This design comes from an exercise in tuning for small area and a short achievable clock period on the open sky130 flow, not from production work. In this exercise RTL edits were held to simulation tests only and were not proved equivalent to the original.

==> flow/design.v <==
module IIR (
    input               clk,
    input               rst_n,
    input               [7:0] adc,        
    output              [7:0] dac ,        
    output              adc_clk,
    output              dac_clk
);
reg [7:0] clk_divide_counter;
reg clk_1M_reg;
wire clk_1M;
always @(posedge clk or negedge rst_n) begin
    if(!rst_n) begin
        clk_1M_reg <= 1'b0;  
        clk_divide_counter <= 8'd0;  
    end
    else begin
        if(clk_divide_counter == 8'd11) begin  
            clk_1M_reg <= ~clk_1M_reg;  
            clk_divide_counter <= 8'd0;  
        end
        else begin
            clk_divide_counter <= clk_divide_counter + 1'b1;  
        end
    end
end
assign clk_1M = clk_1M_reg;  
assign adc_clk = clk_1M_reg;  
assign dac_clk = clk_1M_reg;  
localparam signed [15:0] A0 = 16'sd276;     
localparam signed [15:0] A1 = 16'sd553;     
localparam signed [15:0] A2 = 16'sd276;     
localparam signed [15:0] B1 = -16'sd4682;   
localparam signed [15:0] B2 = 16'sd1691;    
reg signed [8:0] x_d1, x_d2;
reg signed [8:0] y_d1, y_d2;
wire signed [31:0] term_a0, term_a1, term_a2;
wire signed [31:0] term_b1, term_b2;
wire signed [31:0] y_full;
assign term_a0 = A0 * x;
assign term_a1 = A1 * x_d1;
assign term_a2 = A2 * x_d2;
assign term_b1 = B1 * y_d1;
assign term_b2 = B2 * y_d2;
assign y_full = term_a0 + term_a1 + term_a2 - term_b1 - term_b2;
wire signed [8:0] y;
wire signed [8:0] x;
assign x = {1'b0,adc};  
assign y = {y_full >>> 12};
assign dac = y[7:0];  
wire sample_en = (clk_divide_counter == 8'd11) && !clk_1M_reg;
always @(posedge clk or negedge rst_n) begin
    if (!rst_n) begin
        x_d1 <= 8'd0;
        x_d2 <= 8'd0;
        y_d1 <= 8'd0;
        y_d2 <= 8'd0;
    end else if (sample_en) begin
        x_d1 <= x;
        x_d2 <= x_d1;
        y_d1 <= y;
        y_d2 <= y_d1;
    end
end
endmodule
==> flow/run.sh <==
#!/bin/bash
# synth_recipe.tcl (not shown) runs the flow's synth.tcl, then flattens the netlist and writes it again
# the make line also repeats each setting of config.mk as NAME=value (left out here)
make -C /OpenROAD-flow-scripts/flow DESIGN_CONFIG=/design/flow/config.mk WORK_HOME=/design/flow/orfs CLKGATE_MAP_FILE= SYNTH_SCRIPT=/design/flow/synth_recipe.tcl finish
==> flow/config.mk <==
export PLATFORM = sky130hd
export DESIGN_NAME = IIR
export DESIGN_NICKNAME = IIR
export VERILOG_FILES = /design/flow/design.v
export SDC_FILE = /design/flow/constraint.sdc
export NUM_CORES = 4
export LEC_CHECK = 0
export CAP_MARGIN = 20
export CORE_MARGIN = 2
export CORE_UTILIZATION = 40
export SLEW_MARGIN = 20
==> flow/constraint.sdc <==
create_clock -name core_clock -period 17.0 [get_ports {clk}]
set_input_delay 3.4000 -clock core_clock [delete_from_list [all_inputs] [get_ports {clk}]]
set_output_delay 3.4000 -clock core_clock [all_outputs]
set_load 0.01 [all_outputs]
==> results.txt <==
gr ovfl total=0; Netlist Area Pre-Place=9920 µm²; status=timing/DRC/antenna clean; setup_tns=0 ps; crit path DAT=12380 ps; most frequent cells in the layout=258 x inv_1, 233 x ha_1, 133 x fa_1; Final Hold Fails=0; period utilization=0.928; Die Ht=161 µm; vias in the first global route=6979; max-slew violations=0; Syn Inst Count=1000; largest net degree at the start of global routing=44; sequential element share of the synthesized area=0.109; die width=161 µm; first-iteration detailed-routing DRC count=185; TritonCTS Buffers=5; Setup violations, final=0; worst slew pin tran=657 ps; clock slew at reported path FFs=70 ps; Post-synth top flop=dfrtp_1; Finished Layout Cells=1339; IO Port Bufs=19; CTS tree=yes; worst hold-check path type=flop to flop; Starting Density=0.408; Placer Congestion=0.822; RSZ-0062 raised after global routing=false; min cycle time layout=15780 ps; Crit Path Max Fanout=5; PostCTS Resize Cnt=0; slew margin rel.=0.556; synthesis-to-layout area growth=7.10%; slowest CP cell=clkdlybuf4s50_1; async set-reset flop share out of synthesis=1.00; CTS H-tree depth=2; Register Area=1080 µm²; root buf cell=clkbuf_16; WS Path Type=input pin to primary output; Avg Cell Area, Syn=9.92 µm²; DRT Wirelength=19.7 mm; first-pass iteration count of the detailed router=4; ANT nets after route=0; fin nets=1390; Std-Cell Core Area=24300 µm²; layout cell share with drive strength beyond 1=0.0512; DP Wirelength=17.5 mm; DRC viols=0; full die area=26100 µm²; row count=57; top flop regs=y_d1: 9 flops, y_d2: 9 flops; GRT Util Overall=0.167; fill count=2365; clock sink count=43; Mapped Nets=1376; max frequency=0.0634 GHz; total number of vias=6452; placed cells=1331; initial antenna violation count=0; number of synthesized flops with an enable pin=0; Ports=20; post-synthesis cell type count=56; routed len/inst=14.7 µm; Post-CTS Setup Inserts=0; diodes inserted=0; CP max stage delay=570 ps; CTS Hold Bufs=0; max cap viols=0; yosys warns=1; vias per cell=4.82; worst setup margin=1220 ps; Worst-Skew Late Latency=310 ps; Synth Register Bits=43; Startpoint Class=input pin; Critical Path Most Common Cell=fa_1; most common cell after layout, fill and taps aside=inv_1; Critical Path RT=13600 ps; critical path endpoint category=primary output; Clock Skew=10.8 ps; first-pass GRT wire length=34.8 mm; clk buf depth=2; dpl ws=1190 ps; multi-input logic area=7790 µm²
-- metal layers --
metal  vias to the layer above  global-route usage  wire (µm)
met5                         -                   0          0
met1                      3122               0.226       9590
met3                        24              0.0193        354
li1                       3242                   -          -
met2                        64               0.287       9410
met4                         0              0.0386        369
-- synthesized netlist by cell type (all sizes together) (2+ instances only) --
library cell | number | area (µm²)
clkbuf | 5 | 18.8
a21boi | 2 | 15.0
a31oi | 3 | 18.8
nor3 | 15 | 75.1
fa | 133 | 2660
o21ai | 23 | 115
a311oi | 2 | 23.8
nor2 | 29 | 109
nand2 | 24 | 90.1
or2 | 5 | 31.3
or3 | 3 | 18.8
nand3 | 12 | 60.1
mux2 | 27 | 308
o211ai | 3 | 22.5
a31o | 3 | 26.3
xor2 | 14 | 123
nor2b | 6 | 37.5
dfrtp | 43 | 1080
nor4 | 3 | 18.8
o21a | 10 | 75.1
inv | 258 | 968
a21o | 9 | 67.6
a21oi | 32 | 164
and2 | 3 | 18.8
nand2b | 3 | 18.8
and3 | 6 | 37.5
nand4 | 2 | 12.5
o311a | 2 | 20.0
o31ai | 2 | 20.0
a211oi | 5 | 50.1
o21bai | 7 | 52.6
buf | 9 | 67.6
ha | 233 | 2920
xnor2 | 49 | 429
-- layout make-up --
type | count | share of cell area
clock buffers | 6 | 0.0131
clock inverters | 2 | 0.00365
inverters | 258 | 0.0912
multi-input cells | 685 | 0.734
flip-flops and latches | 43 | 0.101
well taps | 324 | 0.0382
repair buffers | 21 | 0.0189
-- critical path, delay by kind of cell --
family / cells / cell delay [ps]
buf+inv: 6 / 1370
xor+xnor: 2 / 380
simple gates: 4 / 740
compound gates: 8 / 1360
fa+ha+maj: 13 / 5120
-- metrics by stage --
stage | util | area [µm²] | hold slack (ps)
2_1_floorplan | - | 9920 | 446
3_3_place_gp | 0.429 | 10400 | 470
3_5_place_dp | 0.429 | 10400 | 473
4_1_cts | 0.437 | 10600 | 484
5_1_grt | 0.437 | 10600 | 520
6_report | 0.437 | 10600 | 478
-- final timing paths --
kind,start,to,slack [ps],depth (start not counted)
hold reg to reg,clk_divide_counter[0],clk_divide_counter[0],480,1
hold / removal,clk_divide_counter[0],clk_divide_counter[0],480,1
setup reg to reg,y_d1[0],y_d1[8],7620,35
setup / recovery,adc[3],dac[7],1220,33
max in group asynchronous,rst_n,x_d2[0],13370,2
min in group asynchronous,rst_n,x_d1[3],3180,2
-- cell families (layout without fill, tap and decap cells) --
family	count (synthesis)	count (layout)	synth area share
adder cells (fa/ha/maj)	366	366	0.563
buffers and inverters	272	287	0.106
AND/OR/NAND/NOR	116	116	0.0575
AO/OA/AOI/OAI	111	111	0.0751
XOR/XNOR	64	64	0.0579
flip-flops	43	43	0.109
multiplexers	28	28	0.0320

separate check: timing with driven ports:
Ports are ideal in the flow. The routed layout listed here was re-timed in OpenROAD. Step 1 sets driving cells, clkbuf_16 on the clock port and buf_2 on the other inputs (assumed; they add their load-dependent delay and slew). Step 2 adds t to the input delays and takes it off the output delays; t is the mean of the earliest and latest rising clock arrival at the registers after step 1. Input paths then give back, and output paths get back, about the clock's delay inside the block. Slacks: ideal / step 1 / step 2; pairs: ideal / step 1.
t, ns: 0.344
setup slack, ns: 1.222 / 1.201 / 1.201
latest minus earliest clock arrival (ns): 0.011 / 0.011
slew at the worst register clock pin (ns): 0.08 / 0.08
After both steps setup and hold are still met in this run. For this run, drivers alone change the setup slack by -0.021 ns; drivers and shift together by -0.021 ns.
